Background: an optimization exercise with open tools, aiming at small area, a short achievable clock period and few clock cycles per item. Do not read the settings as production practice.
Function was checked by simulation only, so behaviour that the tests miss may differ from the original.

`constraint.sdc`:
```
create_clock -name core_clock -period 11.0 [get_ports {clk}]
set_input_delay 2.2000 -clock core_clock [delete_from_list [all_inputs] [get_ports {clk}]]
set_output_delay 2.2000 -clock core_clock [all_outputs]
set_load 0.01 [all_outputs]
```
`run.sh`:
```
#!/bin/bash
# synth_recipe.tcl (not shown) runs the flow's synth.tcl, then flattens the netlist and writes it again
# the make line also repeats each setting of config.mk as NAME=value (left out here)
make -C /OpenROAD-flow-scripts/flow DESIGN_CONFIG=/design/flow/config.mk WORK_HOME=/design/flow/orfs CLKGATE_MAP_FILE= SYNTH_SCRIPT=/design/flow/synth_recipe.tcl finish
```
`design.v`:
```
module ysyx_041461_DIV(
    input  wire   [0:0]  clk          ,
    input  wire   [0:0]  rst          ,
    input  wire   [0:0]  DIV_valid_in ,
    input  wire   [0:0]  DIV_signed   ,
    input  wire   [0:0]  DIV_divw     ,
    input  wire   [63:0] DIV_dividend ,
    input  wire   [63:0] DIV_divisor  ,
    output reg    [0:0]  DIV_valid_out,
    output wire   [63:0] DIV_quotient ,
    output wire   [63:0] DIV_remainder
);
localparam S_IDLE  = 3'd0;
localparam S_ABS   = 3'd1;
localparam S_LZ    = 3'd2;
localparam S_ALIGN = 3'd3;
localparam S_ITER  = 3'd4;
localparam S_CORR  = 3'd5;
localparam S_FIX   = 3'd6;
localparam S_DONE  = 3'd7;
reg  [2:0]  state;
reg  [64:0] R;       
reg  [63:0] D;       
reg  [63:0] Q;       
reg  [5:0]  cnt;     
reg  [5:0]  al;      
reg         rneg;    
reg         dneg;    
assign DIV_quotient  = Q;
assign DIV_remainder = R[63:0];
wire        a_sb  = DIV_divw ? DIV_dividend[31] : DIV_dividend[63];
wire        b_sb  = DIV_divw ? DIV_divisor[31]  : DIV_divisor[63];
wire        a_neg = DIV_signed & a_sb;
wire        b_neg = DIV_signed & b_sb;
wire [63:0] a_ext = {DIV_divw ? {32{a_neg}} : DIV_dividend[63:32], DIV_dividend[31:0]};
wire [63:0] b_ext = {DIV_divw ? {32{b_neg}} : DIV_divisor[63:32],  DIV_divisor[31:0]};
function [2:0] lz4(input [3:0] x);
    lz4 = x[3] ? 3'd0 : x[2] ? 3'd1 : x[1] ? 3'd2 : x[0] ? 3'd3 : 3'd4;
endfunction
function [4:0] lz16(input [15:0] x);
    reg [2:0] a, b, c, d;
    begin
        a = lz4(x[15:12]); b = lz4(x[11:8]); c = lz4(x[7:4]); d = lz4(x[3:0]);
        lz16 = !a[2] ? {3'd0, a[1:0]} : !b[2] ? {3'd1, b[1:0]} :
               !c[2] ? {3'd2, c[1:0]} : !d[2] ? {3'd3, d[1:0]} : 5'd16;
    end
endfunction
function [6:0] lz64(input [63:0] x);
    reg [4:0] a, b, c, d;
    begin
        a = lz16(x[63:48]); b = lz16(x[47:32]); c = lz16(x[31:16]); d = lz16(x[15:0]);
        lz64 = !a[4] ? {3'd0, a[3:0]} : !b[4] ? {3'd1, b[3:0]} :
               !c[4] ? {3'd2, c[3:0]} : !d[4] ? {3'd3, d[3:0]} : 7'd64;
    end
endfunction
function [64:0] add65(input [64:0] a, input [64:0] b, input cin);
    reg [64:0] g, p, G, P;
    integer i, l, j;
    begin
        g = a & b;
        p = a ^ b;
        G = g;
        P = p;
        G[0] = g[0] | (p[0] & cin);
        for (l = 0; l < 7; l = l + 1)
            for (i = 0; i < 65; i = i + 1)
                if ((i >> l) & 1) begin
                    j = ((i >> l) << l) - 1;
                    G[i] = G[i] | (P[i] & G[j]);
                    P[i] = P[i] & P[j];
                end
        add65 = p ^ {G[63:0], cin};
    end
endfunction
wire [6:0] lz_r = lz64(R[63:0]);
wire [6:0] lz_d = lz64(D);
wire [7:0] sdiff = {1'b0, lz_d} - {1'b0, lz_r};
wire       d_zero = lz_d[6];
wire       no_iter = d_zero | sdiff[7];       
wire        sub = ~R[64];
wire [64:0] sum = add65(R, {1'b0, D} ^ {65{sub}}, sub);
wire        need_fix = rneg | dneg;
wire [5:0]  step = (al[5:4] != 2'd0) ? 6'd16 : (al[3:2] != 2'd0) ? 6'd4 : 6'd1;
wire [5:0]  al_n = al - step;
always @(posedge clk or posedge rst) begin
    if (rst) begin
        state         <= S_IDLE;
        DIV_valid_out <= 1'b0;
    end
    else begin
        DIV_valid_out <= 1'b0;
        case (state)
            S_IDLE:  if (DIV_valid_in) state <= (a_neg | b_neg) ? S_ABS : S_LZ;
            S_ABS:   state <= S_LZ;
            S_LZ:    if (no_iter) begin
                         state <= need_fix ? S_FIX : S_DONE;
                         DIV_valid_out <= ~need_fix;
                     end
                     else state <= (sdiff[5:0] == 6'd0) ? S_ITER : S_ALIGN;
            S_ALIGN: if (al_n == 6'd0) state <= S_ITER;
            S_ITER:  if (cnt == 6'd0) begin
                         if (sum[64]) state <= S_CORR;
                         else begin
                             state <= need_fix ? S_FIX : S_DONE;
                             DIV_valid_out <= ~need_fix;
                         end
                     end
            S_CORR:  begin
                         state <= need_fix ? S_FIX : S_DONE;
                         DIV_valid_out <= ~need_fix;
                     end
            S_FIX:   begin state <= S_DONE; DIV_valid_out <= 1'b1; end
            default: state <= S_IDLE;
        endcase
    end
end
always @(posedge clk) begin
    case (state)
        S_IDLE: begin
            R    <= {1'b0, a_ext};
            D    <= b_ext;
            rneg <= a_neg;
            dneg <= b_neg;
        end
        S_ABS: begin
            if (rneg) R <= {1'b0, -R[63:0]};
            if (dneg) D <= -D;
        end
        S_LZ: begin
            Q   <= {64{d_zero}};
            cnt <= sdiff[5:0];
            al  <= sdiff[5:0];
        end
        S_ALIGN: begin
            D  <= (step == 6'd16) ? {D[47:0], 16'b0} :
                  (step == 6'd4)  ? {D[59:0], 4'b0}  : {D[62:0], 1'b0};
            al <= al_n;
        end
        S_ITER: begin
            R   <= sum;
            Q   <= {Q[62:0], ~sum[64]};
            if (cnt != 6'd0) D <= {1'b0, D[63:1]};
            cnt <= cnt - 6'd1;
        end
        S_CORR: begin
            R   <= sum;
        end
        S_FIX: begin
            if (rneg)        R <= {1'b0, -R[63:0]};
            if (rneg ^ dneg) Q <= -Q;
        end
        default: ;
    endcase
end
endmodule
```
`config.mk`:
```
export PLATFORM = sky130hd
export DESIGN_NAME = ysyx_041461_DIV
export DESIGN_NICKNAME = ysyx_041461_DIV
export VERILOG_FILES = /design/flow/design.v
export SDC_FILE = /design/flow/constraint.sdc
export NUM_CORES = 4
export LEC_CHECK = 0
export CAP_MARGIN = 20
export CORE_MARGIN = 2
export CORE_UTILIZATION = 40
export SLEW_MARGIN = 20
```
==> summary.txt, run 1 <==
Worst hold path
  – Hold path startpoint: cnt[0]
  – Hold Crit Class: reg2reg

Critical path
  – CP max FO: 64
  – Crit path cell chain: buf_4 -> o21ai_0 -> fa_1 -> a211oi_1 -> o211ai_1 -> a32oi_1 -> a21oi_1 -> nor3_2 -> o2111ai_1 -> a31oi_1 -> o221ai_1 -> a21o_1
  – Worst setup startpoint: R[64]
  – Worst path bufs/invs: 1
  – Reg2reg setup slack: 5.74 ns
  – Worst r2r src: R[64]
  – Critical Path AT: 5.74 ns
  – Critical Path Source Type: register
  – Delay of the slowest cell on the worst path: 0.83 ns
  – Crit Path Class: reg2reg
  – Crit path max-delay family: compound AO/OA/AOI/OAI gates
  – Required @ worst endpoint: 11.48 ns
  – Worst path slowest cell: a31oi_1
  – Critical Path End Type: register

Synth
  – Cells after Synth: 2567
  – Yosys cell types: 81
  – Synth Flop Type: edfxtp_1
  – Fraction of registers with async set or reset after synthesis: 0.0190
  – Yosys warning count: 1
  – Mapped Avg Cell Area: 8.11 um^2
  – Sequential area share after synthesis: 0.303
  – Synth Cell Area: 0.0208 mm^2
  – Mapped Nets: 2790
  – Synth Register Bits: 211
  – Post-synth EDFFs: 207

Clocking
  – Number of setup buffers added after CTS: 0
  – Cts hold-fix bufs: 0
  – TritonCTS Buffers: 28
  – Root Buffer: clkbuf_16
  – CTS tree: built
  – Clk buf depth: 3
  – H-tree depth: 1
  – Clock transition at path regs: 0.06 ns
  – Clock latency (worst-skew pair): 0.59 ns
  – Clock sinks: 211
  – CTS resizes: 0

STA
  – Final hold vios: 0
  – Setup TNS: 0 ns
  – F_max: 190 MHz
  – Tmin final: 5.26 ns
  – Rel. slew slack: 0.281
  – Worst-Margin Slew: 1.07 ns
  – Setup Skew: 0.0183 ns
  – Setup violators final: 0
  – Max Slew Vio Count: 0
  – RSZ-0062 raised after global routing: false
  – Hold_ws: 0.633 ns
  – Period utilization: 0.478

Die
  – Top Ports: 262
  – Initial Util: 0.405
  – Row cnt: 83
  – CORE AREA: 0.0514 mm^2
  – Die height: 232 um
  – Die Area: 0.0539 mm^2
  – DIE WIDTH: 232 um

GRT
  – Pin count of the biggest net entering global routing: 72
  – GRT overflow: 0
  – Total GRT Usage: 0.290
  – Initial antenna violation count: 4
  – Number of global-route vias before repair: 20268
  – First-pass GRT wire length: 123000 um

Drt
  – Routed length per instance: 24.2 um
  – # DRC: 0
  – Wirelength, routed: 80700 um
  – Final ANT Viol Nets: 0
  – Vias after detailed routing: 21003
  – Vias/cell: 6.29
  – DR pass1 iterations: 8
  – Drt first-iter violations: 2325

Placed design
  – Post-DP HPWL: 56600 um
  – Placed cells: 3285
  – Placer Congestion: 0.941
  – Area post-placement: 0.0234 mm^2
  – Port Buf Inserts: 261

Final layout
  – Multi-input logic area: 0.0131 mm^2
  – Post-Route Utilization: 0.473
  – Fillers: 5016
  – Layout cells sized above 1: 0.0474
  – Storage cell area: 0.00632 mm^2
  – Finished layout cell area: 0.0243 mm^2
  – Layout Area Growth over Synthesis: 16.8%
  – Final Non-Filler Cells: 3339
  – Nets: 2858

Status
  – Status: timing/DRC/antenna clean

Flow run
  – # Max-Cap Violations: 0
[cells in the mapped netlist, types with 20 or more instances]
library cell | instances | share of area
clkbuf_1 | 170 | 0.031
o21bai_1 | 21 | 0.0076
a222oi_1 | 22 | 0.011
xnor2_1 | 168 | 0.071
or4_1 | 21 | 0.0076
edfxtp_1 | 207 | 0.30
nand2_1 | 233 | 0.042
a21oi_1 | 250 | 0.060
o22ai_1 | 37 | 0.011
xor2_1 | 104 | 0.044
a22oi_1 | 43 | 0.016
nor3_1 | 76 | 0.018
nand3_1 | 51 | 0.012
ha_1 | 83 | 0.050
nor2_1 | 203 | 0.037
nor4_1 | 51 | 0.015
mux2i_1 | 33 | 0.016
o21ai_0 | 252 | 0.061
nand2b_1 | 20 | 0.0060
inv_1 | 66 | 0.012
buf_4 | 64 | 0.023
[logic make-up after synthesis]
kind of cell | synth area share
buffers and inverters | 0.0706
adder cells (fa/ha/maj) | 0.0566
XOR/XNOR | 0.114
multiplexers | 0.0164
AND/OR/NAND/NOR | 0.183
flip-flops | 0.303
AO/OA/AOI/OAI | 0.256
[area by class of cell]
type                    instances  share of cell area
multi-input cells            2034               0.539
clock buffers                  41              0.0338
repair buffers                293               0.117
well taps                     680              0.0350
flip-flops and latches        211               0.260
clock inverters                11             0.00427
inverters                      67              0.0103
diodes                          2            0.000206
[worst register-to-register path: stages (launching register included)]
cell       delay [ns]
edfxtp_1         0.32
buf_4            0.79
o21ai_0          0.33
fa_1             0.50
a211oi_1         0.34
o211ai_1         0.19
a32oi_1          0.32
a21oi_1          0.23
nor3_2           0.58
o2111ai_1        0.26
a31oi_1          0.83
o221ai_1         0.22
a21o_1           0.22
[final timing paths]
path | end | cells past startpoint
worst max-delay path | state[1] | 12
worst min-delay path | cnt[0] | 1
worst max register to register | state[1] | 12
worst min register to register | cnt[0] | 1
max in group asynchronous | state[1] | 2
min in group asynchronous | state[0] | 2
[stage by stage]
| stage | worst slack, ns |
|---|---|
| floorplan | 4.62 |
| global placement | 5.93 |
| detailed placement | 5.81 |
| CTS | 5.80 |
| global route | 5.44 |
| finish | 5.74 |
[cells in the final DEF (no fill, tap or decap), drive strengths merged, types with 66 or more instances in the layout]
cell	instances
xnor2	168
clkdlybuf4s50	261
nand2	234
o21ai	262
ha	83
xor2	104
edfxtp	207
nor2	204
inv	66
nor3	80
a21oi	250
[per-layer routing]
layer / global-route usage / share of wire / vias up
met4: 0.0887 / 0.030 / 8
met5: 0 / 0.00062 / -
met3: 0.0529 / 0.095 / 160
met2: 0.465 / 0.46 / 1181
met1: 0.397 / 0.42 / 10035
li1: - / - / 9619
[state kept, by name (all words and copies together), names as in the netlist]
register and flops:
D 64, DIV_valid_out 1, Q 64, R 65, al 6, cnt 6
dneg 1, rneg 1, state 3
Testbench counts, summed over its fixed seeds: cycles 20,287, items 1,600.
==> inputs of run 2 (changes only) <==
--- a/design.v
+++ b/design.v
@@ -25,3 +25,2 @@
 reg  [5:0]  cnt;     
-reg  [5:0]  al;      
 reg         rneg;    
@@ -74,10 +73,13 @@
 endfunction
+wire       need_fix = rneg | dneg;
 wire [6:0] lz_r = lz64(R[63:0]);
 wire [6:0] lz_d = lz64(D);
-wire [7:0] sdiff = {1'b0, lz_d} - {1'b0, lz_r};
+wire [5:0] sdiff = lz_d[5:0] - lz_r[5:0];
 wire       d_zero = lz_d[6];
-wire       no_iter = d_zero | sdiff[7];       
+wire       no_iter = d_zero | (lz_d < lz_r);   
+wire       s_zero = lz_d == lz_r;
+wire       do_lz = (state == S_LZ) | ((state == S_ABS) & ~need_fix);
 wire        sub = ~R[64];
 wire [64:0] sum = add65(R, {1'b0, D} ^ {65{sub}}, sub);
-wire        need_fix = rneg | dneg;
+wire [5:0]  al   = Q[5:0];
 wire [5:0]  step = (al[5:4] != 2'd0) ? 6'd16 : (al[3:2] != 2'd0) ? 6'd4 : 6'd1;
@@ -92,5 +94,6 @@
         case (state)
-            S_IDLE:  if (DIV_valid_in) state <= (a_neg | b_neg) ? S_ABS : S_LZ;
-            S_ABS:   state <= S_LZ;
-            S_LZ:    if (no_iter) begin
+            S_IDLE:  if (DIV_valid_in) state <= S_ABS;
+            S_ABS,
+            S_LZ:    if (state == S_ABS && need_fix) state <= S_LZ;
+                     else if (no_iter) begin
                          state <= need_fix ? S_FIX : S_DONE;
@@ -98,3 +101,3 @@
                      end
-                     else state <= (sdiff[5:0] == 6'd0) ? S_ITER : S_ALIGN;
+                     else state <= s_zero ? S_ITER : S_ALIGN;
             S_ALIGN: if (al_n == 6'd0) state <= S_ITER;
@@ -124,10 +127,12 @@
         end
-        S_ABS: begin
-            if (rneg) R <= {1'b0, -R[63:0]};
-            if (dneg) D <= -D;
-        end
+        S_ABS,
         S_LZ: begin
-            Q   <= {64{d_zero}};
-            cnt <= sdiff[5:0];
-            al  <= sdiff[5:0];
+            if (do_lz) begin
+                Q   <= {{58{d_zero}}, d_zero ? 6'h3f : no_iter ? 6'h00 : sdiff};
+                cnt <= sdiff;
+            end
+            else begin
+                if (rneg) R <= {1'b0, -R[63:0]};
+                if (dneg) D <= -D;
+            end
         end
@@ -136,3 +141,3 @@
                   (step == 6'd4)  ? {D[59:0], 4'b0}  : {D[62:0], 1'b0};
-            al <= al_n;
+            Q[5:0] <= al_n;
         end
--- a/config.mk
+++ b/config.mk
@@ -7,5 +7,6 @@
 export LEC_CHECK = 0
-export CAP_MARGIN = 20
+export CAP_MARGIN = 60
 export CORE_MARGIN = 2
 export CORE_UTILIZATION = 40
-export SLEW_MARGIN = 20
+export SETUP_SLACK_MARGIN = 5
+export SLEW_MARGIN = 60
==> summary.txt, run 2 <==
Placed design
  – Post-DP HPWL: 58900 um (+4.0%)
  – Port Buf Inserts: 261 (unchanged)
  – Area post-placement: 0.0242 mm^2 (+3.5%)
  – Placer Congestion: 0.970 (+3.1%)
  – Post-place setup slack: 5.95 ns (+0.144 ns)

Worst hold path
  – Hold Crit Class: reg2reg
  – Hold path startpoint: Q[62]
  – Hold path depth: 2 (+1)
  – Worst Hold Endpoint: Q[63]

Drt
  – # DRC: 0 (unchanged)
  – Wirelength, routed: 82600 um (+2.3%)
  – Vias after detailed routing: 21608 (+2.9%)
  – DR pass1 iterations: 7 (-1)
  – Routed length per instance: 24.1 um (-0.19%)
  – Vias/cell: 6.31 (+0.36%)
  – Drt first-iter violations: 2471 (+6.3%)
  – Final ANT Viol Nets: 0 (unchanged)

Critical path
  – Crit path cell chain: buf_4 -> buf_6 -> buf_12 -> xnor2_1 -> ha_1 -> a21oi_1 -> o21ai_0 -> a221o_1 -> a221oi_1 -> buf_1 -> o22ai_1 -> o21bai_1 -> a2111oi_0 -> nor3_2 -> buf_2 -> buf_2 -> a221o_1
  – Critical Path End Type: register
  – Worst path slowest cell: a2111oi_0
  – CP max FO: 33 (-48%)
  – Required @ worst endpoint: 11.33 ns (-0.15 ns)
  – Delay of the slowest cell on the worst path: 0.56 ns (-0.27 ns)
  – Worst Reg-to-Reg Cells: 17 (+5)
  – Critical Path Source Type: register
  – Worst r2r src: R[64]
  – Reg2reg end: Q[0]
  – Crit Path Class: reg2reg
  – Reg2reg setup slack: 6.04 ns (+0.30 ns)
  – Critical Path AT: 5.29 ns (-0.45 ns)

GRT
  – First-pass GRT wire length: 126000 um (+2.8%)
  – Total GRT Usage: 0.286 (-0.00432)
  – Pin count of the biggest net entering global routing: 72 (unchanged)
  – Number of global-route vias before repair: 20444 (+0.87%)
  – Initial antenna violation count: 3 (-1)
  – GRT overflow: 0 (unchanged)

Synth
  – Simple-gate share of the synthesized area: 0.193 (+0.0103)
  – Main combinational cell family by area after synthesis: compound AO/OA/AOI/OAI gates
  – Mapped Nets: 2860 (+2.5%)
  – Synth Flop Type: edfxtp_1
  – Yosys cell types: 90 (+11%)
  – Cell accounting for the most synthesized area: edfxtp_1
  – Sequential area share after synthesis: 0.288 (-0.0157)
  – Synth Area in Compound Gates: 0.265 (+0.00977)
  – Most numerous cell in the Yosys netlist: a21oi_1
  – Synth Register Bits: 205 (-2.8%)
  – Share of the synthesized area in the top cell type: 0.283 (-0.0156)
  – Fraction of registers with async set or reset after synthesis: 0.0195 (+0.000555)
  – Mapped Avg Cell Area: 8.09 um^2 (-0.26%)
  – Cells after Synth: 2637 (+2.7%)
  – Post-synth EDFFs: 201 (-2.9%)
  – Adder-Cell Fraction of Synth Area: 0.0553 (-0.00136)
  – Multiplexer share of the synthesized area: 0.0155 (-0.000922)
  – XOR/XNOR Fraction of Synth Area: 0.110 (-0.00439)
  – Yosys warning count: 1 (unchanged)
  – Largest cells by area after synthesis: edfxtp_1 (28%), xnor2_1 (7.3%), a21oi_1 (6.4%), o21ai_0 (5.4%), ha_1 (4.9%)
  – Synth Cell Area: 0.0213 mm^2 (+2.5%)
  – Synth top cells by count: a21oi_1 (271), o21ai_0 (229), nand2_1 (224)

Die
  – Die height: 235 um (+1.2%)
  – Die Area: 0.0552 mm^2 (+2.4%)
  – Row cnt: 84 (+1.2%)
  – Initial Util: 0.405 (about the same)
  – DIE WIDTH: 235 um (+1.2%)
  – Top Ports: 262 (unchanged)
  – CORE AREA: 0.0527 mm^2 (+2.4%)

STA
  – Setup Skew: 0.0135 ns (-0.00481 ns)
  – F_max: 202 MHz (+6.0%)
  – RSZ-0062 raised after global routing: false
  – Max Slew Vio Count: 0 (unchanged)
  – Period utilization: 0.451 (-0.0270)
  – Setup violators final: 0 (unchanged)
  – Hold_ws: 0.641 ns (+0.00831 ns)
  – Final hold vios: 0 (unchanged)
  – Worst setup margin: 6.04 ns (+0.297 ns)
  – Setup TNS: 0 ns (unchanged)
  – Worst-Margin Slew: 0.631 ns (-0.443 ns)
  – Tmin final: 4.96 ns (-0.297 ns)
  – Rel. slew slack: 0.580 (+0.298)

Flow run
  – # Max-Cap Violations: 0 (unchanged)

Final layout
  – Most flop-heavy register: R
  – Largest regs: R: 65 flops, D: 64 flops, Q: 64 flops
  – Nets: 2937 (+2.8%)
  – Commonest non-fill, non-tap cell in the layout: a21oi_1
  – Max FFs per register: 65 (unchanged)
  – Layout cells sized above 1: 0.0757 (+0.0283)
  – Layout Area Growth over Synthesis: 18.1%
  – Most frequent cells in the layout: a21oi_1 (271), clkdlybuf4s50_1 (260), o21ai_0 (226), nand2_1 (222), edfxtp_1 (201)
  – Ant diodes: 0 (-2)
  – Finished layout cell area: 0.0252 mm^2 (+3.6%)

Clocking
  – Number of setup buffers added after CTS: 0 (unchanged)
  – CTS tree: built
  – Clk buf depth: 3 (unchanged)
  – H-tree depth: 1 (unchanged)
  – CTS resizes: 0 (unchanged)
  – Clock latency (worst-skew pair): 0.59 ns (about the same)
  – Clock sinks: 205 (-2.8%)
  – Cts hold-fix bufs: 0 (unchanged)
  – Root Buffer: clkbuf_16
  – Clock transition at path regs: 0.06 ns (about the same)
  – TritonCTS Buffers: 28 (unchanged)

Status
  – Status: timing/DRC/antenna clean
run 2: changes by cell type after synthesis, sizes merged, moves of 14 or more:
cell    before  now
a21o        18   32
nor3        80   94
mux2i       33   15
o21ai      262  233
o22ai       37   19
o211ai       6   63
xor2       104   90
mux2         1   16
nand3       52   72
buf         84  102
a21oi      250  272
run 2: cells by family (layout without fill, tap and decap cells):
| group | after synthesis | count (layout) |
|---|---|---|
| AOI/OAI and AO/OA | 897 | 897 |
| and+or+nand+nor | 810 | 810 |
| buffers and inverters | 336 | 434 |
| xor gates and xnor gates | 268 | 268 |
| DFF | 205 | 205 |
| adders and majority gates | 90 | 90 |
| muxes | 31 | 31 |
run 2: worst max-delay path by stage:
stage,startpoint,to,slack [ns]
after global placement,R[64],Q[0],5.78
after CTS,R[12],state[2],5.93
after global routing,R[64],Q[0],5.80
after floorplan,state[0],Q[10],5.36
final,R[64],Q[0],6.04
after detailed placement,R[12],state[2],5.95
run 2: area by class of cell:
| type | count | area [um^2] |
|---|---|---|
| clock buffers | 36 | 731 |
| clock inverters | 15 | 151 |
| fillers | 5072 | 27500 |
| inverters | 65 | 246 |
| multi-input cells | 2096 | 13900 |
| flip-flops and latches | 205 | 6140 |
| well taps | 688 | 861 |
| repair buffers | 318 | 3140 |
run 2: worst max-delay path: cells and delay by family (launching register included):
| family | cells | cell delay [ns] |
|---|---|---|
| AO/OA/AOI/OAI | 8 | 2.33 |
| buffers and inverters | 6 | 1.47 |
| flip-flops | 1 | 0.32 |
| adder cells (fa/ha/maj) | 1 | 0.31 |
| XOR/XNOR | 1 | 0.15 |
| AND/OR/NAND/NOR | 1 | 0.09 |
run 2: per-stage QoR:
step | util | instances
6_report | 0.478 | 3423
5_1_grt | 0.478 | 3423
4_1_cts | 0.476 | 3418
3_5_place_dp | 0.460 | 3367
3_3_place_gp | 0.452 | 3351
2_1_floorplan | - | 2637
run 2: layer usage:
metal,part of all wire,routed length [um],track usage,vias up
li1,-,-,-,9941
met5,0.00033,27,0,-
met1,0.43,35100,0.395,10335
met4,0.036,2970,0.0965,4
met3,0.088,7240,0.0488,177
met2,0.45,37200,0.452,1151
Testbench counts of run 2, summed over its fixed seeds: cycles 20,287, items 1,600.
==> inputs of run 3 (changes only) <==
--- a/config.mk
+++ b/config.mk
@@ -7,3 +7,3 @@
 export LEC_CHECK = 0
-export CAP_MARGIN = 60
+export CAP_MARGIN = 85
 export CORE_MARGIN = 2
@@ -11,2 +11,2 @@
 export SETUP_SLACK_MARGIN = 5
-export SLEW_MARGIN = 60
+export SLEW_MARGIN = 85
==> summary.txt, run 3 <==
Critical path
  – Cell mode on critical path: clkbuf_2
  – Worst Reg-to-Reg Cells: 37 (+20)
  – Critical Path AT: 6.59 ns (+1.30 ns)
  – Crit Path Class: reg2reg
  – Required @ worst endpoint: 11.34 ns (about the same)
  – Reg2reg setup slack: 4.75 ns (-1.29 ns)
  – Critical Path End Type: register
  – CP max FO: 4 (-88%)
  – Worst path slowest cell: clkdlybuf4s50_1
  – Critical Path Source Type: register
  – Delay of the slowest cell on the worst path: 0.47 ns (-0.09 ns)

Clocking
  – Cts hold-fix bufs: 0 (unchanged)
  – CTS tree: built
  – TritonCTS Buffers: 29 (+3.6%)
  – Clock transition at path regs: 0.06 ns (about the same)
  – Clock sinks: 205 (unchanged)
  – Clock latency (worst-skew pair): 0.62 ns (+0.03 ns)
  – H-tree depth: 1 (unchanged)
  – Clk buf depth: 3 (unchanged)
  – Root Buffer: clkbuf_16

Drt
  – Drt first-iter violations: 3249 (+31%)
  – Wirelength, routed: 98000 um (+19%)
  – # DRC: 0 (unchanged)
  – DR pass1 iterations: 7 (unchanged)
  – Routed length per instance: 22.8 um (-5.6%)
  – Vias/cell: 6.13 (-2.8%)
  – Final ANT Viol Nets: 0 (unchanged)
  – Vias after detailed routing: 26384 (+22%)

Final layout
  – Max FFs per register: 65 (unchanged)
  – Finished layout cell area: 0.0348 mm^2 (+38%)
  – Layout cells sized above 1: 0.321 (+0.246)
  – Largest regs: R: 65 flops, D: 64 flops, Q: 64 flops
  – Storage cell area: 0.00614 mm^2 (about the same)
  – Commonest non-fill, non-tap cell in the layout: clkdlybuf4s50_1
  – Nets: 3812 (+30%)
  – Post-Route Utilization: 0.662 (+0.183)
  – Most flop-heavy register: R
  – Most frequent cells in the layout: clkdlybuf4s50_1 (371), buf_1 (231), a21oi_1 (224), clkbuf_2 (203), edfxtp_1 (201)
  – Layout Area Growth over Synthesis: 63.4%
  – Fillers: 4058 (-20%)
  – Multi-input logic area: 0.0175 mm^2 (+26%)

GRT
  – First-pass GRT wire length: 141000 um (+12%)
  – Number of global-route vias before repair: 24965 (+22%)
  – Total GRT Usage: 0.316 (+0.0300)
  – Pin count of the biggest net entering global routing: 31 (-57%)
  – GRT overflow: 0 (unchanged)
  – Initial antenna violation count: 2 (-1)

Synth
  – Mapped Nets: 2860 (unchanged)
  – Synth Flop Type: edfxtp_1
  – Synth Cell Area: 0.0213 mm^2 (unchanged)
  – Synth top cells by count: a21oi_1 (271), o21ai_0 (229), nand2_1 (224)
  – Mapped Avg Cell Area: 8.09 um^2 (unchanged)
  – Cell accounting for the most synthesized area: edfxtp_1
  – Synth Area in Compound Gates: 0.265 (unchanged)
  – Yosys warning count: 1 (unchanged)
  – Share of the synthesized area in the top cell type: 0.283 (unchanged)
  – Main combinational cell family by area after synthesis: compound AO/OA/AOI/OAI gates
  – Cells after Synth: 2637 (unchanged)
  – Post-synth EDFFs: 201 (unchanged)
  – Multiplexer share of the synthesized area: 0.0155 (unchanged)
  – Adder-Cell Fraction of Synth Area: 0.0553 (unchanged)
  – Simple-gate share of the synthesized area: 0.193 (unchanged)
  – Fraction of registers with async set or reset after synthesis: 0.0195 (unchanged)
  – Sequential area share after synthesis: 0.288 (unchanged)
  – Most numerous cell in the Yosys netlist: a21oi_1
  – XOR/XNOR Fraction of Synth Area: 0.110 (unchanged)
  – Synth Register Bits: 205 (unchanged)
  – Largest cells by area after synthesis: edfxtp_1 (28%), xnor2_1 (7.3%), a21oi_1 (6.4%), o21ai_0 (5.4%), ha_1 (4.9%)
  – Yosys cell types: 90 (unchanged)

Die
  – Die height: 235 um (unchanged)
  – Row cnt: 84 (unchanged)
  – Top Ports: 262 (unchanged)
  – Initial Util: 0.405 (unchanged)
  – CORE AREA: 0.0527 mm^2 (unchanged)
  – Die Area: 0.0552 mm^2 (unchanged)
  – DIE WIDTH: 235 um (unchanged)

STA
  – Setup TNS: 0 ns (unchanged)
  – Setup Skew: 0.0324 ns (+0.0189 ns)
  – Final hold vios: 0 (unchanged)
  – Tmin final: 6.25 ns (+1.29 ns)
  – Max Slew Vio Count: 0 (unchanged)
  – F_max: 160 MHz (-21%)
  – Rel. slew slack: 0.746 (+0.167)
  – Period utilization: 0.568 (+0.117)
  – Worst-Margin Slew: 0.376 ns (-0.254 ns)
  – RSZ-0062 raised after global routing: true
  – Setup violators final: 0 (unchanged)

Placed design
  – Port Buf Inserts: 261 (unchanged)
  – Area post-placement: 0.0308 mm^2 (+27%)
  – Placer Congestion: 0.970 (unchanged)
  – Post-DP HPWL: 71300 um (+21%)

Status
  – Status: timing/DRC/antenna clean

Flow run
  – # Max-Cap Violations: 0 (unchanged)

Worst hold path
  – Hold path depth: 2 (unchanged)
  – Hold Crit Class: reg2reg
run 3: area by class of cell:
cell class / instances / share of cell area
clock buffers: 37 / 0.0217
diodes: 1 / 0.0000718
well taps: 688 / 0.0247
flip-flops and latches: 205 / 0.176
clock inverters: 17 / 0.00524
repair buffers: 1192 / 0.263
multi-input cells: 2096 / 0.501
inverters: 65 / 0.00736
run 3: worst max-delay path, delay by kind of cell (launching register included):
family / cells / cell delay [ns]
xor gates and xnor gates: 1 / 0.12
adders and majority gates: 1 / 0.22
buffers and inverters: 26 / 3.44
DFF: 1 / 0.43
AOI/OAI and AO/OA: 8 / 1.73
and+or+nand+nor: 1 / 0.04
run 3: timing repair:
item / 4_1_cts / 5_1_grt
setup buffers: 23 / 44
endpoints found under the hold margin: 0 / 0
gates cloned: 1 / 0
endpoints found under the setup margin: 16 / 52
pin swaps: 20 / 31
gates resized for setup: 71 / 113
run 3: metal layers:
layer | part of all wire | global-route usage | wire, um
met1 | 0.38 | 0.406 | 37500
met2 | 0.46 | 0.523 | 44900
met3 | 0.096 | 0.0553 | 9400
met4 | 0.062 | 0.132 | 6100
met5 | 0.00011 | 0 | 11
run 3: path summary, 6_finish.rpt:
kind                            endpoint  startpoint
setup / recovery                    Q[0]       R[64]
hold / removal                     Q[17]       Q[16]
setup reg to reg                    Q[0]       R[64]
hold reg to reg                    Q[17]       Q[16]
max in group asynchronous       state[0]      rst[0]
min in group asynchronous  DIV_valid_out      rst[0]
run 3: logic make-up after synthesis:
| logic type | Yosys count |
|---|---|
| adder cells (fa/ha/maj) | 90 |
| AND/OR/NAND/NOR | 810 |
| buffers and inverters | 336 |
| AO/OA/AOI/OAI | 897 |
| XOR/XNOR | 268 |
| flip-flops | 205 |
| multiplexers | 31 |
run 3: through the flow:
stage	std cells	hold slack [ns]	setup WS [ns]
floorplan	2637	0.642	5.36
global placement	3351	0.627	5.78
detailed placement	4087	0.578	2.95
CTS	4165	0.588	4.90
global route	4301	0.650	4.59
finish	4301	0.591	4.75
==> inputs of run 4 (changes only) <==
--- a/design.v
+++ b/design.v
@@ -78,3 +78,2 @@
 wire       d_zero = lz_d[6];
-wire       no_iter = d_zero | (lz_d < lz_r);   
 wire       s_zero = lz_d == lz_r;
@@ -83,5 +82,6 @@
 wire [64:0] sum = add65(R, {1'b0, D} ^ {65{sub}}, sub);
-wire [5:0]  al   = Q[5:0];
-wire [5:0]  step = (al[5:4] != 2'd0) ? 6'd16 : (al[3:2] != 2'd0) ? 6'd4 : 6'd1;
-wire [5:0]  al_n = al - step;
+wire        no_iter = d_zero | sum[64];         
+wire [5:0]  step = (cnt[5:4] != 2'd0) ? 6'd16 : (cnt[3:2] != 2'd0) ? 6'd4 : 6'd1;
+wire        al_last = cnt == step;
+wire [5:0]  shifted = Q[5:0] + step;
 always @(posedge clk or posedge rst) begin
@@ -102,3 +102,3 @@
                      else state <= s_zero ? S_ITER : S_ALIGN;
-            S_ALIGN: if (al_n == 6'd0) state <= S_ITER;
+            S_ALIGN: if (al_last) state <= S_ITER;
             S_ITER:  if (cnt == 6'd0) begin
@@ -130,3 +130,3 @@
             if (do_lz) begin
-                Q   <= {{58{d_zero}}, d_zero ? 6'h3f : no_iter ? 6'h00 : sdiff};
+                Q   <= {64{d_zero}};
                 cnt <= sdiff;
@@ -141,3 +141,4 @@
                   (step == 6'd4)  ? {D[59:0], 4'b0}  : {D[62:0], 1'b0};
-            Q[5:0] <= al_n;
+            Q[5:0] <= al_last ? 6'd0 : shifted;
+            cnt    <= al_last ? shifted : cnt - step;
         end
--- a/config.mk
+++ b/config.mk
@@ -7,3 +7,3 @@
 export LEC_CHECK = 0
-export CAP_MARGIN = 85
+export CAP_MARGIN = 60
 export CORE_MARGIN = 2
@@ -11,2 +11,2 @@
 export SETUP_SLACK_MARGIN = 5
-export SLEW_MARGIN = 85
+export SLEW_MARGIN = 60
==> summary.txt, run 4 <==
Final layout
  – Commonest non-fill, non-tap cell in the layout: clkdlybuf4s50_1
  – Layout Area Growth over Synthesis: 18.9%
  – Ant diodes: 0 (-1)
  – Largest regs: R: 65 flops, D: 64 flops, Q: 64 flops
  – Max FFs per register: 65 (unchanged)
  – Finished layout cell area: 0.0249 mm^2 (-28%)
  – Nets: 2888 (-24%)
  – Fillers: 5039 (+24%)
  – Layout cells sized above 1: 0.0671 (-0.254)
  – Most frequent cells in the layout: clkdlybuf4s50_1 (261), a21oi_1 (246), nand2_1 (239), o21ai_0 (212), edfxtp_1 (201)
  – Most flop-heavy register: R

Placed design
  – Area post-placement: 0.0237 mm^2 (-23%)
  – Post-DP HPWL: 56600 um (-21%)
  – Port Buf Inserts: 261 (unchanged)
  – Post-place setup slack: 6.35 ns (+3.41 ns)
  – Placer Congestion: 0.948 (-2.2%)

Flow run
  – # Max-Cap Violations: 0 (unchanged)

GRT
  – Pin count of the biggest net entering global routing: 80 (+160%)
  – Total GRT Usage: 0.285 (-0.0308)
  – GRT overflow: 0 (unchanged)
  – Initial antenna violation count: 0 (-2)
  – First-pass GRT wire length: 121000 um (-14%)
  – Number of global-route vias before repair: 19769 (-21%)

Die
  – Initial Util: 0.407 (+0.00167)
  – CORE AREA: 0.0515 mm^2 (-2.2%)
  – Top Ports: 262 (unchanged)
  – Row cnt: 83 (-1.2%)
  – Die Area: 0.0542 mm^2 (-1.7%)
  – Die height: 233 um (-0.87%)
  – DIE WIDTH: 233 um (-0.87%)

Critical path
  – Required @ worst endpoint: 11.45 ns (+0.11 ns)
  – Critical Path End Type: register
  – Crit Path Class: reg2reg
  – Critical Path Source Type: register
  – CP max FO: 42 (+38)
  – Critical Path AT: 5.16 ns (-1.43 ns)

Synth
  – Largest cells by area after synthesis: edfxtp_1 (29%), xnor2_1 (7.7%), a21oi_1 (5.9%), o21ai_0 (5.1%), ha_1 (5.1%)
  – Mapped Avg Cell Area: 8.09 um^2 (about the same)
  – Yosys warning count: 1 (unchanged)
  – Post-synth EDFFs: 201 (unchanged)
  – Synth Register Bits: 205 (unchanged)
  – Cell accounting for the most synthesized area: edfxtp_1
  – Yosys cell types: 86 (-4.4%)
  – Synth top cells by count: a21oi_1 (248), nand2_1 (242), o21ai_0 (215)
  – Cells after Synth: 2589 (-1.8%)
  – Share of the synthesized area in the top cell type: 0.288 (+0.00511)
  – Synth Flop Type: edfxtp_1
  – Most numerous cell in the Yosys netlist: a21oi_1
  – Synth Cell Area: 0.0209 mm^2 (-1.8%)
  – Sequential area share after synthesis: 0.293 (+0.00519)
  – Mapped Nets: 2814 (-1.6%)
  – Fraction of registers with async set or reset after synthesis: 0.0195 (unchanged)

STA
  – F_max: 213 MHz (+33%)
  – Setup violators final: 0 (unchanged)
  – Period utilization: 0.427 (-0.141)
  – Setup TNS: 0 ns (unchanged)
  – Rel. slew slack: 0.580 (-0.167)
  – RSZ-0062 raised after global routing: false
  – Worst-Margin Slew: 0.624 ns (+0.247 ns)
  – Tmin final: 4.70 ns (-1.55 ns)
  – Setup Skew: 0.0356 ns (+0.00325 ns)
  – Worst setup margin: 6.30 ns (+1.55 ns)
  – Hold_ws: 0.655 ns (+0.0641 ns)
  – Max Slew Vio Count: 0 (unchanged)
  – Final hold vios: 0 (unchanged)

Clocking
  – Clock sinks: 205 (unchanged)
  – Root Buffer: clkbuf_16
  – CTS resizes: 0 (-100%)
  – TritonCTS Buffers: 28 (-3.4%)
  – CTS tree: built
  – Clock latency (worst-skew pair): 0.60 ns (-0.02 ns)
  – Clk buf depth: 3 (unchanged)
  – Cts hold-fix bufs: 0 (unchanged)
  – Clock transition at path regs: 0.06 ns (about the same)
  – H-tree depth: 1 (unchanged)
  – Number of setup buffers added after CTS: 0 (-100%)

Drt
  – Routed length per instance: 23.9 um (+5.1%)
  – # DRC: 0 (unchanged)
  – Drt first-iter violations: 2582 (-21%)
  – Wirelength, routed: 80500 um (-18%)
  – Vias/cell: 6.29 (+2.5%)
  – Vias after detailed routing: 21153 (-20%)
  – DR pass1 iterations: 6 (-1)
  – Final ANT Viol Nets: 0 (unchanged)

Status
  – Status: timing/DRC/antenna clean

Worst hold path
  – Hold Crit Class: reg2reg
run 4: worst max-delay path, stage by stage, from the launching register on:
cell and delay (ns):
edfxtp_1 0.35, buf_8 0.24, buf_16 0.28, xnor2_1 0.15, ha_1 0.35, o211a_1 0.20, a21oi_1 0.09, o31a_1 0.42
a2111oi_4 0.48, nor2_1 0.19, or4_1 0.58, a31o_2 0.37, nand2b_1 0.20, a2111oi_0 0.49, nor3_1 0.12
run 4: cell type report:
class	instances	area [um^2]	share of cell area
well taps	680	851	0.0342
repair buffers	306	3070	0.123
clock inverters	21	274	0.0110
clock buffers	29	704	0.0283
multi-input cells	2051	13600	0.546
flip-flops and latches	205	6140	0.247
inverters	71	268	0.0108
run 4: logic make-up (layout without fill, tap and decap cells):
kind of cell / count (synthesis) / in the layout / share of synthesized area
AND/OR/NAND/NOR: 789 / 789 / 0.181
AO/OA/AOI/OAI: 849 / 849 / 0.260
flip-flops: 205 / 205 / 0.293
buffers and inverters: 333 / 427 / 0.0714
adder cells (fa/ha/maj): 92 / 92 / 0.0575
XOR/XNOR: 277 / 277 / 0.116
multiplexers: 44 / 44 / 0.0219
run 4: worst paths after layout:
path,start,endpoint,slack (ns),cells after the start
setup / recovery,R[64],state[2],6.30,14
hold / removal,Q[6],Q[7],0.65,1
setup reg to reg,R[64],state[2],6.30,14
hold reg to reg,Q[6],Q[7],0.65,1
max in group asynchronous,rst[0],state[0],8.88,2
min in group asynchronous,rst[0],state[0],1.85,2
run 4: per-layer routing:
layer  up-vias  track usage  routed length (um)  part of all wire
li1       9716            -                   -                 -
met1     10236        0.407               35200              0.44
met2      1051        0.448               36500              0.45
met3       150       0.0359                6380             0.079
met4         0       0.0868                2490             0.031
met5         -            0                   0                 0
run 4: per-stage QoR:
stage | cells | util
after global placement | 3301 | 0.456
after global routing | 3363 | 0.484
after CTS | 3351 | 0.479
after detailed placement | 3301 | 0.460
after floorplan | 2589 | -
final | 3363 | 0.484
Testbench counts of run 4, summed over its fixed seeds: cycles 20,075, items 1,600.
==> inputs of run 5 (changes only) <==
--- a/config.mk
+++ b/config.mk
@@ -9,3 +9,3 @@
 export CORE_MARGIN = 2
-export CORE_UTILIZATION = 40
+export CORE_UTILIZATION = 60
 export SETUP_SLACK_MARGIN = 5
==> summary.txt, run 5 <==
GRT
  – Total GRT Usage: 0.387 (+0.101)
  – Number of global-route vias before repair: 19941 (+0.87%)
  – First-pass GRT wire length: 112000 um (-7.9%)
  – Initial antenna violation count: 3 (+3)
  – GRT overflow: 0 (unchanged)
  – Pin count of the biggest net entering global routing: 74 (-7.5%)

Synth
  – Synth Cell Area: 0.0209 mm^2 (unchanged)
  – Cells after Synth: 2589 (unchanged)
  – Largest cells by area after synthesis: edfxtp_1 (29%), xnor2_1 (7.7%), a21oi_1 (5.9%), o21ai_0 (5.1%), ha_1 (5.1%)
  – Synth Register Bits: 205 (unchanged)
  – Yosys warning count: 1 (unchanged)
  – Sequential area share after synthesis: 0.293 (unchanged)
  – Mapped Nets: 2814 (unchanged)
  – Cell accounting for the most synthesized area: edfxtp_1
  – Post-synth EDFFs: 201 (unchanged)
  – Yosys cell types: 86 (unchanged)
  – Synth Flop Type: edfxtp_1
  – Synth top cells by count: a21oi_1 (248), nand2_1 (242), o21ai_0 (215)
  – Mapped Avg Cell Area: 8.09 um^2 (unchanged)
  – Share of the synthesized area in the top cell type: 0.288 (unchanged)
  – Most numerous cell in the Yosys netlist: a21oi_1
  – Fraction of registers with async set or reset after synthesis: 0.0195 (unchanged)

Die
  – Row cnt: 68 (-18%)
  – Initial Util: 0.608 (+0.201)
  – CORE AREA: 0.0345 mm^2 (-33%)
  – Die Area: 0.0364 mm^2 (-33%)
  – Top Ports: 262 (unchanged)
  – Die height: 191 um (-18%)
  – DIE WIDTH: 191 um (-18%)

Drt
  – Final ANT Viol Nets: 0 (unchanged)
  – Vias after detailed routing: 21581 (+2.0%)
  – Drt first-iter violations: 2928 (+13%)
  – Wirelength, routed: 73100 um (-9.2%)
  – Vias/cell: 6.87 (+9.3%)
  – # DRC: 0 (unchanged)
  – DR pass1 iterations: 6 (unchanged)
  – Routed length per instance: 23.3 um (-2.8%)

STA
  – Tmin final: 4.72 ns (+0.0207 ns)
  – Final hold vios: 0 (unchanged)
  – Rel. slew slack: 0.559 (-0.0207)
  – Setup Skew: 0.0185 ns (-0.0171 ns)
  – Worst setup margin: 6.28 ns (-0.0207 ns)
  – Hold_ws: 0.648 ns (-0.00658 ns)
  – Period utilization: 0.429 (+0.00188)
  – Max Slew Vio Count: 0 (unchanged)
  – Setup TNS: 0 ns (unchanged)
  – Worst-Margin Slew: 0.654 ns (+0.0307 ns)
  – RSZ-0062 raised after global routing: false
  – Setup violators final: 0 (unchanged)
  – F_max: 212 MHz (-0.44%)

Worst hold path
  – Hold path startpoint: Q[54]
  – Hold path depth: 2 (+1)
  – Hold Crit Class: reg2reg

Placed design
  – Port Buf Inserts: 261 (unchanged)
  – Post-DP HPWL: 50700 um (-10%)
  – Placed cells: 3085 (-6.5%)
  – Placer Congestion: 0.981 (+3.4%)
  – Post-place setup slack: 6.43 ns (+0.0818 ns)

Final layout
  – Layout cells sized above 1: 0.0633 (-0.00375)
  – Fillers: 2850 (-43%)
  – Most flop-heavy register: R
  – Most frequent cells in the layout: clkdlybuf4s50_1 (261), a21oi_1 (246), nand2_1 (238), o21ai_0 (212), edfxtp_1 (201)
  – Largest regs: R: 65 flops, D: 64 flops, Q: 64 flops
  – Multi-input logic area: 0.0136 mm^2 (-0.35%)
  – Nets: 2891 (+0.10%)
  – Post-Route Utilization: 0.706 (+0.223)
  – Final Non-Filler Cells: 3140 (-6.6%)
  – Commonest non-fill, non-tap cell in the layout: clkdlybuf4s50_1
  – Max FFs per register: 65 (unchanged)
  – Storage cell area: 0.00614 mm^2 (about the same)
  – Layout Area Growth over Synthesis: 16.2%

Critical path
  – Crit Path Class: reg2reg
  – Required @ worst endpoint: 11.30 ns (-0.15 ns)
  – Worst r2r src: D[7]
  – Critical Path Source Type: register
  – Worst setup startpoint: D[7]
  – CP max FO: 10 (-76%)
  – Worst Reg-to-Reg Cells: 15 (+1)
  – Critical Path AT: 5.02 ns (-0.14 ns)
  – Critical Path End Type: register

Clocking
  – Clock transition at path regs: 0.06 ns (about the same)
  – CTS tree: built
  – CTS resizes: 0 (unchanged)
  – Clock latency (worst-skew pair): 0.57 ns (-0.03 ns)
  – Clock sinks: 205 (unchanged)
  – Cts hold-fix bufs: 0 (unchanged)
  – TritonCTS Buffers: 26 (-7.1%)
  – Root Buffer: clkbuf_16
  – Clk buf depth: 3 (unchanged)
  – Number of setup buffers added after CTS: 0 (unchanged)
  – H-tree depth: 1 (unchanged)

Status
  – Status: timing/DRC/antenna clean

Flow run
  – # Max-Cap Violations: 0 (unchanged)
[run 5: cell counts after synthesis]
Identical to the previous run, type by type.
[run 5: final cells by class]
cell class	instances	share of cell area
multi-input cells	2051	0.557
diodes	1	0.000103
repair buffers	311	0.126
clock inverters	13	0.00288
well taps	455	0.0234
flip-flops and latches	205	0.252
clock buffers	33	0.0278
inverters	71	0.0110
[run 5: per-stage QoR]
step                      area (um^2)
after detailed placement        23500
after global routing            24300
after floorplan                 20900
after global placement          23200
after CTS                       24200
final                           24300
[run 5: worst paths after layout]
path / end / slack (ns)
min in group asynchronous: state[0] / 1.86
setup reg to reg: cnt[5] / 6.28
setup / recovery: cnt[5] / 6.28
hold / removal: Q[55] / 0.65
max in group asynchronous: state[1] / 8.92
hold reg to reg: Q[55] / 0.65
[run 5: kinds of logic (layout without fill, tap and decap cells)]
kind of cell             after synthesis  count (layout)  synth area share
XOR/XNOR                             277             277             0.116
multiplexers                          44              44            0.0219
adder cells (fa/ha/maj)               92              92            0.0575
other                                  0               1                 0
AO/OA/AOI/OAI                        849             849             0.260
flip-flops                           205             205             0.293
AND/OR/NAND/NOR                      789             789             0.181
buffers and inverters                333             428            0.0714
[run 5: critical path, cell delays in order, from the launching register on]
cell      delay (ns)
edfxtp_1        0.62
or4_1           0.69
or2_2           0.34
nor3_1          0.49
nor3_1          0.22
a31oi_1         0.28
o32ai_1         0.17
a22o_1          0.30
ha_1            0.32
nor2b_1         0.13
o21ai_0         0.14
nand2b_1        0.11
a21o_1          0.19
a21oi_1         0.18
xnor2_1         0.15
o21ai_0         0.09
[run 5: layer usage]
metal	track usage	vias up	share of wire
met2	0.606	1504	0.45
met4	0.146	4	0.037
met3	0.0753	228	0.13
met5	0	-	0.00037
li1	-	9706	-
met1	0.527	10139	0.39
==> inputs of run 6 (changes only) <==
--- a/config.mk
+++ b/config.mk
@@ -9,3 +9,4 @@
 export CORE_MARGIN = 2
-export CORE_UTILIZATION = 60
+export CORE_UTILIZATION = 70
+export PLACE_DENSITY = 0.75
 export SETUP_SLACK_MARGIN = 5
==> summary.txt, run 6 <==
Synth
  – Most numerous cell in the Yosys netlist: a21oi_1
  – Synth top cells by count: a21oi_1 (248), nand2_1 (242), o21ai_0 (215)
  – Share of the synthesized area in the top cell type: 0.288 (unchanged)
  – Synth Area in Compound Gates: 0.260 (unchanged)
  – Yosys warning count: 1 (unchanged)
  – Synth Cell Area: 0.0209 mm^2 (unchanged)
  – Post-synth EDFFs: 201 (unchanged)
  – Largest cells by area after synthesis: edfxtp_1 (29%), xnor2_1 (7.7%), a21oi_1 (5.9%), o21ai_0 (5.1%), ha_1 (5.1%)
  – Synth Flop Type: edfxtp_1
  – Mapped Nets: 2814 (unchanged)
  – XOR/XNOR Fraction of Synth Area: 0.116 (unchanged)
  – Sequential area share after synthesis: 0.293 (unchanged)
  – Mapped Avg Cell Area: 8.09 um^2 (unchanged)
  – Synth Register Bits: 205 (unchanged)
  – Main combinational cell family by area after synthesis: compound AO/OA/AOI/OAI gates
  – Yosys cell types: 86 (unchanged)
  – Simple-gate share of the synthesized area: 0.181 (unchanged)
  – Adder-Cell Fraction of Synth Area: 0.0575 (unchanged)
  – Cell accounting for the most synthesized area: edfxtp_1
  – Fraction of registers with async set or reset after synthesis: 0.0195 (unchanged)
  – Cells after Synth: 2589 (unchanged)
  – Multiplexer share of the synthesized area: 0.0219 (unchanged)

Die
  – Die height: 177 um (-7.3%)
  – Die Area: 0.0313 mm^2 (-14%)
  – DIE WIDTH: 177 um (-7.3%)
  – Top Ports: 262 (unchanged)
  – Initial Util: 0.709 (+0.101)
  – Row cnt: 63 (-7.4%)
  – CORE AREA: 0.0296 mm^2 (-14%)

STA
  – Final hold vios: 0 (unchanged)
  – Setup Skew: 0.0128 ns (-0.00565 ns)
  – Setup violators final: 0 (unchanged)
  – Rel. slew slack: 0.586 (+0.0267)
  – Period utilization: 0.428 (-0.00117)
  – Setup TNS: 0 ns (unchanged)
  – Max Slew Vio Count: 0 (unchanged)
  – Worst setup margin: 6.29 ns (+0.0129 ns)
  – RSZ-0062 raised after global routing: false
  – F_max: 212 MHz (+0.27%)
  – Tmin final: 4.71 ns (-0.0129 ns)
  – Worst-Margin Slew: 0.615 ns (-0.0397 ns)

Critical path
  – Crit path cell chain: inv_1 -> ha_1 -> ha_1 -> nor4_1 -> nor3_1 -> o31a_1 -> o31ai_1 -> a31oi_1 -> o32ai_1 -> a22o_1 -> ha_1 -> nor2b_1 -> o21ai_0 -> nand2b_1 -> a21o_1 -> a21oi_1 -> xnor2_1 -> o21ai_0
  – Worst Reg-to-Reg Cells: 18 (+3)
  – Critical Path End Type: register
  – Delay of the slowest cell on the worst path: 0.74 ns (+0.05 ns)
  – Cell mode on critical path: ha_1
  – Critical Path AT: 4.99 ns (-0.03 ns)
  – Crit Path Class: reg2reg
  – Required @ worst endpoint: 11.28 ns (-0.02 ns)
  – CP max FO: 11 (+1)
  – Worst path slowest cell: edfxtp_1
  – Critical Path Source Type: register

GRT
  – First-pass GRT wire length: 112000 um (+0.72%)
  – Number of global-route vias before repair: 21182 (+6.2%)
  – GRT overflow: 0 (unchanged)
  – Pin count of the biggest net entering global routing: 87 (+18%)
  – Initial antenna violation count: 0 (-3)
  – Total GRT Usage: 0.449 (+0.0629)

Final layout
  – Commonest non-fill, non-tap cell in the layout: clkdlybuf4s50_1
  – Ant diodes: 0 (-1)
  – Max FFs per register: 65 (unchanged)
  – Layout cells sized above 1: 0.0617 (-0.00163)
  – Nets: 2882 (-0.31%)
  – Layout Area Growth over Synthesis: 15.9%
  – Largest regs: R: 65 flops, D: 64 flops, Q: 64 flops
  – Fillers: 1874 (-34%)
  – Multi-input logic area: 0.0136 mm^2 (+0.41%)
  – Final Non-Filler Cells: 3064 (-2.4%)
  – Storage cell area: 0.00614 mm^2 (about the same)
  – Finished layout cell area: 0.0243 mm^2 (-0.26%)
  – Most flop-heavy register: R
  – Most frequent cells in the layout: clkdlybuf4s50_1 (261), a21oi_1 (246), nand2_1 (238), o21ai_0 (211), edfxtp_1 (201)

Drt
  – Vias after detailed routing: 22529 (+4.4%)
  – Routed length per instance: 24.0 um (+3.1%)
  – Vias/cell: 7.35 (+7.0%)
  – DR pass1 iterations: 6 (unchanged)
  – # DRC: 0 (unchanged)
  – Drt first-iter violations: 3997 (+37%)
  – Wirelength, routed: 73500 um (+0.63%)
  – Final ANT Viol Nets: 0 (unchanged)

Placed design
  – Placed cells: 3016 (-2.2%)
  – Placer Congestion: 1.02 (+3.7%)
  – Post-place setup slack: 6.55 ns (+0.119 ns)
  – Area post-placement: 0.0234 mm^2 (-0.38%)
  – Port Buf Inserts: 261 (unchanged)
  – Post-DP HPWL: 50200 um (-0.97%)

Clocking
  – CTS tree: built
  – Cts hold-fix bufs: 0 (unchanged)
  – CTS resizes: 0 (unchanged)
  – Clock latency (worst-skew pair): 0.55 ns (-0.02 ns)
  – Number of setup buffers added after CTS: 0 (unchanged)
  – H-tree depth: 1 (unchanged)
  – Clock sinks: 205 (unchanged)
  – Clock transition at path regs: 0.06 ns (about the same)
  – TritonCTS Buffers: 25 (-3.8%)
  – Root Buffer: clkbuf_16
  – Clk buf depth: 3 (unchanged)

Worst hold path
  – Hold Crit Class: reg2reg
  – Hold path depth: 2 (unchanged)

Flow run
  – # Max-Cap Violations: 0 (unchanged)

Status
  – Status: timing/DRC/antenna clean
run 6: cell families (layout without fill, tap and decap cells):
group,Yosys count,after routing
buffers and inverters,333,418
muxes,44,44
xor gates and xnor gates,277,277
adders and majority gates,92,92
DFF,205,205
AOI/OAI and AO/OA,849,849
and+or+nand+nor,789,789
run 6: worst paths after layout:
path | end | slack, ns | start
min in group asynchronous | DIV_valid_out | 1.88 | rst[0]
setup reg to reg | cnt[5] | 6.29 | D[0]
max in group asynchronous | state[2] | 8.90 | rst[0]
hold / removal | Q[44] | 0.66 | Q[43]
hold reg to reg | Q[44] | 0.66 | Q[43]
setup / recovery | cnt[5] | 6.29 | D[0]
run 6: final cells by class:
type,instances,area share
Timing Repair Buffer,303,0.124
Multi-Input combinational cell,2051,0.561
Clock inverter,12,0.00443
Clock buffer,32,0.0269
Inverter,71,0.0110
Sequential cell,205,0.253
Tap cell,390,0.0201
run 6: worst max-delay path: cells and delay by family, from the launching register on:
kind / cells / cell delay (ns)
AOI/OAI and AO/OA: 9 / 2.05
adders and majority gates: 3 / 0.72
and+or+nand+nor: 4 / 0.62
buffers and inverters: 1 / 0.16
DFF: 1 / 0.74
xor gates and xnor gates: 1 / 0.16
run 6: per-stage QoR:
stage,util,hold WS [ns]
after floorplan,-,0.646
after global placement,0.782,0.631
after detailed placement,0.791,0.621
after CTS,0.816,0.650
after global routing,0.821,0.698
final,0.821,0.655
run 6: layer usage:
layer / wire (um) / vias to the layer above / GRT usage
li1: - / 9709 / -
met1: 25700 / 10312 / 0.576
met2: 32600 / 2083 / 0.702
met3: 11000 / 425 / 0.109
met4: 4230 / 0 / 0.242
met5: 0 / - / 0
==> inputs of run 7 (changes only) <==
--- a/design.v
+++ b/design.v
@@ -27,2 +27,3 @@
 reg         dneg;    
+reg         qfin;    
 assign DIV_quotient  = Q;
@@ -83,2 +84,3 @@
 wire        no_iter = d_zero | sum[64];         
+wire        qneg = rneg ^ dneg;
 wire [5:0]  step = (cnt[5:4] != 2'd0) ? 6'd16 : (cnt[3:2] != 2'd0) ? 6'd4 : 6'd1;
@@ -98,4 +100,4 @@
                      else if (no_iter) begin
-                         state <= need_fix ? S_FIX : S_DONE;
-                         DIV_valid_out <= ~need_fix;
+                         state <= rneg ? S_FIX : S_DONE;
+                         DIV_valid_out <= ~rneg;
                      end
@@ -130,4 +132,5 @@
             if (do_lz) begin
-                Q   <= {64{d_zero}};
-                cnt <= sdiff;
+                Q    <= {{63{d_zero & ~qneg}}, d_zero};
+                cnt  <= sdiff;
+                qfin <= no_iter;
             end
@@ -155,3 +158,3 @@
             if (rneg)        R <= {1'b0, -R[63:0]};
-            if (rneg ^ dneg) Q <= -Q;
+            if (qneg & ~qfin) Q <= -Q;
         end
--- a/config.mk
+++ b/config.mk
@@ -9,4 +9,3 @@
 export CORE_MARGIN = 2
-export CORE_UTILIZATION = 70
-export PLACE_DENSITY = 0.75
+export CORE_UTILIZATION = 60
 export SETUP_SLACK_MARGIN = 5
==> summary.txt, run 7 <==
STA
  – Setup TNS: 0 ns (unchanged)
  – F_max: 186 MHz (-13%)
  – Hold_ws: 0.658 ns (+0.00292 ns)
  – Tmin final: 5.38 ns (+0.675 ns)
  – Setup violators final: 0 (unchanged)
  – Rel. slew slack: 0.576 (-0.00988)
  – Final hold vios: 0 (unchanged)
  – Max Slew Vio Count: 0 (unchanged)
  – Setup Skew: 0.0180 ns (+0.00515 ns)

Critical path
  – Worst path bufs/invs: 2 (+1)
  – CP max FO: 7 (-4)
  – Worst Reg-to-Reg Cells: 20 (+2)
  – Critical Path AT: 5.67 ns (+0.68 ns)
  – Required @ worst endpoint: 11.29 ns (about the same)
  – Worst setup startpoint: R[0]
  – Worst path slowest cell: a2111oi_1
  – Critical Path Source Type: register
  – CP Depth: 20 (+2)
  – Critical Path End Type: register
  – Cell mode on critical path: ha_1
  – Crit Path Class: reg2reg

Synth
  – Synth top cells by count: a21oi_1 (275), nand2_1 (228), nor2_1 (221)
  – Mapped Avg Cell Area: 8.07 um^2 (-0.20%)
  – Largest cells by area after synthesis: edfxtp_1 (29%), xnor2_1 (7.7%), a21oi_1 (6.5%), ha_1 (5.0%), o21ai_0 (4.4%)
  – Yosys warning count: 1 (unchanged)
  – Synth Flop Type: edfxtp_1
  – Post-synth EDFFs: 202 (+0.50%)
  – Mapped Nets: 2845 (+1.1%)
  – Most numerous cell in the Yosys netlist: a21oi_1
  – Cells after Synth: 2620 (+1.2%)
  – Synth Cell Area: 0.0212 mm^2 (+1.0%)
  – Cell accounting for the most synthesized area: edfxtp_1

Drt
  – Vias after detailed routing: 21562 (-4.3%)
  – Routed length per instance: 22.9 um (-4.6%)
  – Final ANT Viol Nets: 0 (unchanged)
  – Wirelength, routed: 72200 um (-1.7%)
  – DR pass1 iterations: 7 (+1)
  – Drt first-iter violations: 3062 (-23%)
  – # DRC: 0 (unchanged)

GRT
  – First-pass GRT wire length: 111000 um (-1.4%)
  – GRT overflow: 0 (unchanged)
  – Total GRT Usage: 0.378 (-0.0715)
  – Initial antenna violation count: 0 (unchanged)

Worst hold path
  – Hold path startpoint: state[1]

Final layout
  – Max FFs per register: 65 (unchanged)
  – Layout Area Growth over Synthesis: 16.0% (about the same)
  – Nets: 2908 (+0.90%)
  – Layout cells sized above 1: 0.0581 (-0.00358)
  – Fillers: 2844 (+52%)
  – Commonest non-fill, non-tap cell in the layout: a21oi_1
  – Final Non-Filler Cells: 3156 (+3.0%)

Clocking
  – Root Buffer: clkbuf_16
  – TritonCTS Buffers: 27 (+8.0%)
  – Clock sinks: 206 (+0.49%)
  – CTS tree: built
  – Clock latency (worst-skew pair): 0.57 ns (+0.02 ns)
  – Number of setup buffers added after CTS: 0 (unchanged)

Die
  – Row cnt: 68 (+7.9%)
  – Initial Util: 0.611 (-0.0977)

Placed design
  – Placed cells: 3106 (+3.0%)
  – Port Buf Inserts: 261 (unchanged)
  – Post-DP HPWL: 50300 um (+0.28%)
  – Placer Congestion: 1.02 (+0.49%)

Flow run
  – # Max-Cap Violations: 0 (unchanged)

Status
  – Status: timing/DRC/antenna clean
-- run 7: cell count changes after synthesis, moves of 9 or more --
cell,before,now
nand3_1,85,49
o21ai_0,215,185
a21oi_1,248,275
mux2i_1,30,55
o211ai_1,70,48
nor2_1,200,221
a211oi_1,10,27
nand2_1,242,228
nor3_1,69,82
a221o_1,19,31
nand4_1,11,23
o221ai_1,21,12
-- run 7: routing by layer --
| metal | vias up | part of all wire | global-route usage |
|---|---|---|---|
| li1 | 9741 | - | - |
| met1 | 10084 | 0.40 | 0.523 |
| met2 | 1483 | 0.44 | 0.570 |
| met3 | 254 | 0.12 | 0.0819 |
| met4 | 0 | 0.042 | 0.162 |
| met5 | - | 0 | 0 |
-- run 7: logic make-up after synthesis --
logic type,synth area share
adder cells (fa/ha/maj),0.0569
multiplexers,0.0303
AO/OA/AOI/OAI,0.253
AND/OR/NAND/NOR,0.180
buffers and inverters,0.0728
flip-flops,0.291
XOR/XNOR,0.116
-- run 7: through the flow --
step                 util  setup WS [ns]  instance area [um^2]
floorplan               -           5.83                 21200
global placement    0.676           5.56                 23400
detailed placement  0.683           5.87                 23600
CTS                 0.706           5.82                 24400
global route        0.709           5.50                 24500
finish              0.709           5.62                 24500
-- run 7: final cells by class --
class | instances | area (um^2) | share of cell area
well taps | 455 | 569 | 0.0232
repair buffers | 304 | 3030 | 0.123
inverters | 74 | 279 | 0.0114
flip-flops and latches | 206 | 6170 | 0.252
clock inverters | 7 | 41.3 | 0.00168
clock buffers | 40 | 744 | 0.0303
multi-input cells | 2070 | 13700 | 0.558
-- run 7: worst reg2reg max path, delay by kind of cell (launching register included) --
kind            cells  cell delay [ns]
buf+inv             2             0.22
fa+ha+maj           3             0.84
flops               1             0.47
compound gates      9             2.39
simple gates        4             0.86
xor+xnor            2             0.33
-- run 7: final timing paths --
check	end	slack (ns)
worst max-delay path	cnt[5]	5.62
worst min-delay path	D[31]	0.66
worst max register to register	cnt[5]	5.62
worst min register to register	D[31]	0.66
max in group asynchronous	state[2]	8.97
min in group asynchronous	state[0]	1.83
Testbench counts of run 7, summed over its fixed seeds: cycles 19,976, items 1,600.
